This is an optimization exercise on Yosys and OpenROAD, whose aim is small area and a short achievable clock period, not a production implementation.
The RTL was checked by simulation tests, not by an equivalence proof against the original design.
Power figures rest on the tool's default switching activity, not on a simulated workload.

Design systolic_4x4, start of the top module:
module systolic_4x4(    input  wire clk,
                        input  wire rst,
                        input  wire [31: 0] x_flat,    
                        input  wire [31: 0] y_flat,    
                        output wire [255:0] out_flat,  
                        output wire done
        );
    reg  [7:0]  xo  [15:0];
    reg  [11:0] yo  [15:0];      
    wire [11:0] ytop [3:0];      
    reg  [15:0] acc [15:0];
    reg  [15:0] out [15:0];
    wire [15:0] sum [15:0];      
    wire [15:0] out_d [15:0];
    reg  [3:0]  counter;
    reg         done_r;
    reg  [4:1]  warm;            
    reg  [15:0] keep;            
    assign done = done_r;
    wire snap = (counter == 4'd10);
    wire ld   = snap & ~rst;     
    wire kp   = ~snap & ~rst;    
    genvar gi, gj, gb;
    generate
        for (gj = 0; gj < 4; gj = gj + 1) begin : g_enc
            BENC e0 (.b2(y_flat[8*gj+1]), .b1(y_flat[8*gj+0]), .b0(1'b0),
                     .one(ytop[gj][0]), .two(ytop[gj][1]), .neg(ytop[gj][2]));
            BENC e1 (.b2(y_flat[8*gj+3]), .b1(y_flat[8*gj+2]), .b0(y_flat[8*gj+1]),
                     .one(ytop[gj][3]), .two(ytop[gj][4]), .neg(ytop[gj][5]));
            BENC e2 (.b2(y_flat[8*gj+5]), .b1(y_flat[8*gj+4]), .b0(y_flat[8*gj+3]),
                     .one(ytop[gj][6]), .two(ytop[gj][7]), .neg(ytop[gj][8]));
            BENC e3 (.b2(y_flat[8*gj+7]), .b1(y_flat[8*gj+6]), .b0(y_flat[8*gj+5]),
                     .one(ytop[gj][9]), .two(ytop[gj][10]), .neg(ytop[gj][11]));
        end
        for (gi = 0; gi < 4; gi = gi + 1) begin : g_row
            for (gj = 0; gj < 4; gj = gj + 1) begin : g_col
                localparam integer N = 4*gi + gj;
                localparam integer K = (gi > gj) ? gi : gj;
                always @(posedge clk) keep[N] <= ~rst & warm[K+1];
                wire [15:0] acc_in = acc[N] & {16{keep[N]}};
                PE_int8 pe (.acc(acc_in), .x(xo[N]), .yb(yo[N]), .s(sum[N]));
                for (gb = 0; gb < 16; gb = gb + 1) begin : g_bit
                    OMUX m (.s(sum[N][gb]), .o(out[N][gb]), .ld(ld), .kp(kp), .y(out_d[N][gb]));
                end
                assign out_flat[16*N +: 16] = out[N];
            end
        end
    endgenerate
    integer i, j;
    always @(posedge clk) begin
        for (i = 0; i < 4; i = i + 1)
            for (j = 0; j < 4; j = j + 1) begin
  ...
Size in the first run: roughly 4700 cells after synthesis, ~52000 um^2 of cells after synthesis.
Settings: LEC_CHECK=0, CAP_MARGIN=20, CORE_MARGIN=2, CORE_UTILIZATION=65, CTS_BUF_LIST=sky130_fd_sc_hd__clkbuf_8 sky130_fd_sc_hd__clkbuf_16, CTS_CLUSTER_DIAMETER=80, CTS_CLUSTER_SIZE=24, PLACE_DENSITY=0.75, SETUP_SLACK_MARGIN=1.2, SLEW_MARGIN=20, SYNTH_HIERARCHICAL=1, SYNTH_MINIMUM_KEEP_SIZE=0; clock period 5.5 ns.
standard.sh (not shown) runs the stock make flow with config.mk's settings and CLKGATE_MAP_FILE= SYNTH_SCRIPT=/design/flow/synth_recipe.tcl, a recipe that flattens the netlist after the stock synthesis.
==> flow/flow/run.sh <==
#!/bin/bash
# Layout flow: the standard synthesis; then every combinational cell that
# synthesis mapped at a drive strength above 1 is set to drive strength 1
# (timing repair later sizes up what needs it); then the standard layout,
# with the port buffers made of sky130_fd_sc_hd__buf_1 cells.
set -euo pipefail
bash standard.sh synth > synth.log 2>&1
openroad -no_init -exit flow/downsize.tcl > downsize.log 2>&1
export BUFFER_PORTS_ARGS="-buffer_cell sky130_fd_sc_hd__buf_1"
bash standard.sh > layout.log 2>&1
==> flow/flow/downsize.tcl <==
# Set combinational cells of 1_synth.odb to drive strength 1 where the
# library has that variant.  Registers, buffers and clock cells are left alone.
set r orfs/results/$::env(FLOW_PLATFORM)/systolic_4x4/base
read_db $r/1_synth.odb
set db [ord::get_db]
set n 0
set saved 0.0
foreach inst [[ord::get_db_block] getInsts] {
  set name [[$inst getMaster] getName]
  if {![regexp {^(sky130_fd_sc_hd__([a-z0-9]+))_([0-9]+)$} $name -> base kind drive]} { continue }
  if {$drive <= 1} { continue }
  if {[regexp {^(df|sdf|edf|dl|buf|clk|conb|tap|fill|decap|diode|lpflow|probe|bufbuf|bufinv)} $kind]} { continue }
  set m [$db findMaster ${base}_1]
  if {$m == "NULL" || $m == ""} { continue }
  set saved [expr {$saved + ([[$inst getMaster] getWidth] - [$m getWidth]) * [$m getHeight] / 1e6}]
  $inst swapMaster $m
  incr n
}
puts "downsized $n cells, [format %.1f $saved] um2"
write_db $r/1_synth.odb
The starting point produced a clean layout.
Rerun with:
==> flow/run.sh (new file) <==
#!/bin/bash
# synth_recipe.tcl (not shown) runs the flow's synth.tcl, then flattens the netlist and writes it again
# the make line also repeats each setting of config.mk as NAME=value (left out here)
make -C /OpenROAD-flow-scripts/flow DESIGN_CONFIG=/design/flow/config.mk WORK_HOME=/design/flow/orfs CLKGATE_MAP_FILE= SYNTH_SCRIPT=/design/flow/synth_recipe.tcl finish
--- a/flow/config.mk
+++ b/flow/config.mk
@@ -15 +15 @@
-export SETUP_SLACK_MARGIN = 1.2
+export SETUP_SLACK_MARGIN = 1.9
removed: flow/flow/run.sh
removed: flow/flow/downsize.tcl
removed: flow/standard.sh
Effect: Global-route usage is higher by 0.50 points. Power is higher by 40%. Combinational power went up by 68%. Sequential share of layout area fell by 4.3 points. Non-clock buffer count rises by 296. Final cell count is higher by 6.3%. Die area increases by 6.7%. Register-to-register slack is better by 0.34 ns. Hold slack gets worse by 0.043 ns. Final area rose by 23%.
Rerun with:
==> flow/flow/run.sh (new file) <==
#!/bin/bash
# Layout flow: the standard synthesis, then every combinational cell that
# synthesis mapped at a drive strength above 1 is set to drive strength 1
# (timing repair later sizes up what needs it), then the standard layout.
set -euo pipefail
R=orfs/results/${FLOW_PLATFORM}/systolic_4x4/base
bash standard.sh synth > synth.log 2>&1
openroad -no_init -exit flow/downsize.tcl > downsize.log 2>&1
bash standard.sh > layout.log 2>&1
==> flow/flow/downsize.tcl (new file) <==
# Set combinational cells of 1_synth.odb to drive strength 1 where the
# library has that variant.  Registers, buffers and clock cells are left alone.
set r orfs/results/$::env(FLOW_PLATFORM)/systolic_4x4/base
read_db $r/1_synth.odb
set db [ord::get_db]
set n 0
set saved 0.0
foreach inst [[ord::get_db_block] getInsts] {
  set name [[$inst getMaster] getName]
  if {![regexp {^(sky130_fd_sc_hd__([a-z0-9]+))_([0-9]+)$} $name -> base kind drive]} { continue }
  if {$drive <= 1} { continue }
  if {[regexp {^(df|sdf|edf|dl|buf|clk|conb|tap|fill|decap|diode|lpflow|probe|bufbuf|bufinv)} $kind]} { continue }
  set m [$db findMaster ${base}_1]
  if {$m == "NULL" || $m == ""} { continue }
  set saved [expr {$saved + ([[$inst getMaster] getWidth] - [$m getWidth]) * [$m getHeight] / 1e6}]
  $inst swapMaster $m
  incr n
}
puts "downsized $n cells, [format %.1f $saved] um2"
write_db $r/1_synth.odb
==> flow/standard.sh (new file) <==
#!/bin/bash
# synth_recipe.tcl (not shown) runs the flow's synth.tcl, then flattens the netlist and writes it again
# the make line also repeats each setting of config.mk as NAME=value (left out here)
make -C /OpenROAD-flow-scripts/flow DESIGN_CONFIG=/design/flow/config.mk WORK_HOME=/design/flow/orfs CLKGATE_MAP_FILE= SYNTH_SCRIPT=/design/flow/synth_recipe.tcl "${@:-finish}"
--- a/flow/config.mk
+++ b/flow/config.mk
@@ -15 +15 @@
-export SETUP_SLACK_MARGIN = 1.9
+export SETUP_SLACK_MARGIN = 1.5
removed: flow/run.sh
=> The new run finished with timing, DRC and antenna clean. Via count went down by a few percent. Synthesized cell count does not change. Design area went down by about a fifth. Worst setup slack is worse by 0.14 ns. Routed wire length went down by roughly a tenth. Fmax went down by a few percent. Sequential power went down slightly. Core utilization went down by 6.6 points.
Rerun with:
==> flow/run.sh (new file) <==
#!/bin/bash
# synth_recipe.tcl (not shown) runs the flow's synth.tcl, then flattens the netlist and writes it again
# the make line also repeats each setting of config.mk as NAME=value (left out here)
make -C /OpenROAD-flow-scripts/flow DESIGN_CONFIG=/design/flow/config.mk WORK_HOME=/design/flow/orfs CLKGATE_MAP_FILE= SYNTH_SCRIPT=/design/flow/synth_recipe.tcl finish
--- a/flow/config.mk
+++ b/flow/config.mk
@@ -11,3 +11 @@
-export CTS_BUF_LIST = sky130_fd_sc_hd__clkbuf_8 sky130_fd_sc_hd__clkbuf_16
-export CTS_CLUSTER_DIAMETER = 80
-export CTS_CLUSTER_SIZE = 24
+export CTS_BUF_LIST = sky130_fd_sc_hd__clkbuf_4 sky130_fd_sc_hd__clkbuf_8
removed: flow/flow/run.sh
removed: flow/flow/downsize.tcl
removed: flow/standard.sh
After rerunning: Total power rose by 11%; count of clock-buffer cells in the layout increases by 150; first-iteration DRC count came out lower by 26%; wire length rose by 1.1%; die area increases by 6.7%; global-route usage went down by 1.1 points.
Rerun with:
==> flow/flow/run.sh (new file) <==
#!/bin/bash
# Layout flow: the standard synthesis; then every combinational cell that
# synthesis mapped at a drive strength above 1 is set to drive strength 1
# (timing repair later sizes up what needs it); then the standard layout,
# with the port buffers made of sky130_fd_sc_hd__buf_1 cells.
set -euo pipefail
bash standard.sh synth > synth.log 2>&1
openroad -no_init -exit flow/downsize.tcl > downsize.log 2>&1
export BUFFER_PORTS_ARGS="-buffer_cell sky130_fd_sc_hd__buf_1"
bash standard.sh > layout.log 2>&1
==> flow/flow/downsize.tcl (new file) <==
# Set combinational cells of 1_synth.odb to drive strength 1 where the
# library has that variant.  Registers, buffers and clock cells are left alone.
set r orfs/results/$::env(FLOW_PLATFORM)/systolic_4x4/base
read_db $r/1_synth.odb
set db [ord::get_db]
set n 0
set saved 0.0
foreach inst [[ord::get_db_block] getInsts] {
  set name [[$inst getMaster] getName]
  if {![regexp {^(sky130_fd_sc_hd__([a-z0-9]+))_([0-9]+)$} $name -> base kind drive]} { continue }
  if {$drive <= 1} { continue }
  if {[regexp {^(df|sdf|edf|dl|buf|clk|conb|tap|fill|decap|diode|lpflow|probe|bufbuf|bufinv)} $kind]} { continue }
  set m [$db findMaster ${base}_1]
  if {$m == "NULL" || $m == ""} { continue }
  set saved [expr {$saved + ([[$inst getMaster] getWidth] - [$m getWidth]) * [$m getHeight] / 1e6}]
  $inst swapMaster $m
  incr n
}
puts "downsized $n cells, [format %.1f $saved] um2"
write_db $r/1_synth.odb
==> flow/standard.sh (new file) <==
#!/bin/bash
# synth_recipe.tcl (not shown) runs the flow's synth.tcl, then flattens the netlist and writes it again
# the make line also repeats each setting of config.mk as NAME=value (left out here)
make -C /OpenROAD-flow-scripts/flow DESIGN_CONFIG=/design/flow/config.mk WORK_HOME=/design/flow/orfs CLKGATE_MAP_FILE= SYNTH_SCRIPT=/design/flow/synth_recipe.tcl "${@:-finish}"
--- a/flow/config.mk
+++ b/flow/config.mk
@@ -10,3 +10,5 @@
-export CORE_UTILIZATION = 65
-export CTS_BUF_LIST = sky130_fd_sc_hd__clkbuf_4 sky130_fd_sc_hd__clkbuf_8
-export PLACE_DENSITY = 0.75
+export CORE_UTILIZATION = 75
+export CTS_BUF_LIST = sky130_fd_sc_hd__clkbuf_8 sky130_fd_sc_hd__clkbuf_16
+export CTS_CLUSTER_DIAMETER = 80
+export CTS_CLUSTER_SIZE = 24
+export PLACE_DENSITY = 0.85
removed: flow/run.sh
Clock power drops by 41%.
Synthesized cell count stays the same.
Setup slack gets worse by 0.090 ns.
Total power drops by 12%.
Fmax drops by 2.3%.
Via count climbs by 2.2%.

-- what the ideal ports hide --
The results above use ideal ports. As a check the final layouts listed here were re-extracted and re-timed, cells and wires unchanged.
Step 1 (the two cells are an assumption about what drives the block):
set clk [get_ports {clk}]
set_driving_cell -lib_cell sky130_fd_sc_hd__clkbuf_16 $clk
set_driving_cell -lib_cell sky130_fd_sc_hd__buf_2 [delete_from_list [all_inputs] $clk]
Step 2 adds t to the input delays and takes it off the output delays; t is the mean of the earliest and latest rising clock arrival at the registers after step 1. Input paths then give back, and output paths get back, about the clock's delay inside the block.
Three values: ideal, step 1, step 2; two values: the first two.
| run | t (ns) | slack for setup (ns) | pins driven straight from the clock port |
|---|---|---|---|
| the first run | 0.682 | 1.350 / 1.350 / 1.350 | 1 |
| the second run | 0.700 | 1.691 / 1.691 / 1.555 | 1 |
| the third run | 0.692 | 1.550 / 1.550 / 1.550 | 1 |
| the fourth run | 0.900 | 1.607 / 1.607 / 1.588 | 1 |
| the fifth run | 0.697 | 1.517 / 1.517 / 1.517 | 1 |
After both steps every run listed still meets setup and hold. The setup slack of the second run, which loses most, moves by 0.000 ns with the drivers and by -0.136 ns with both steps.
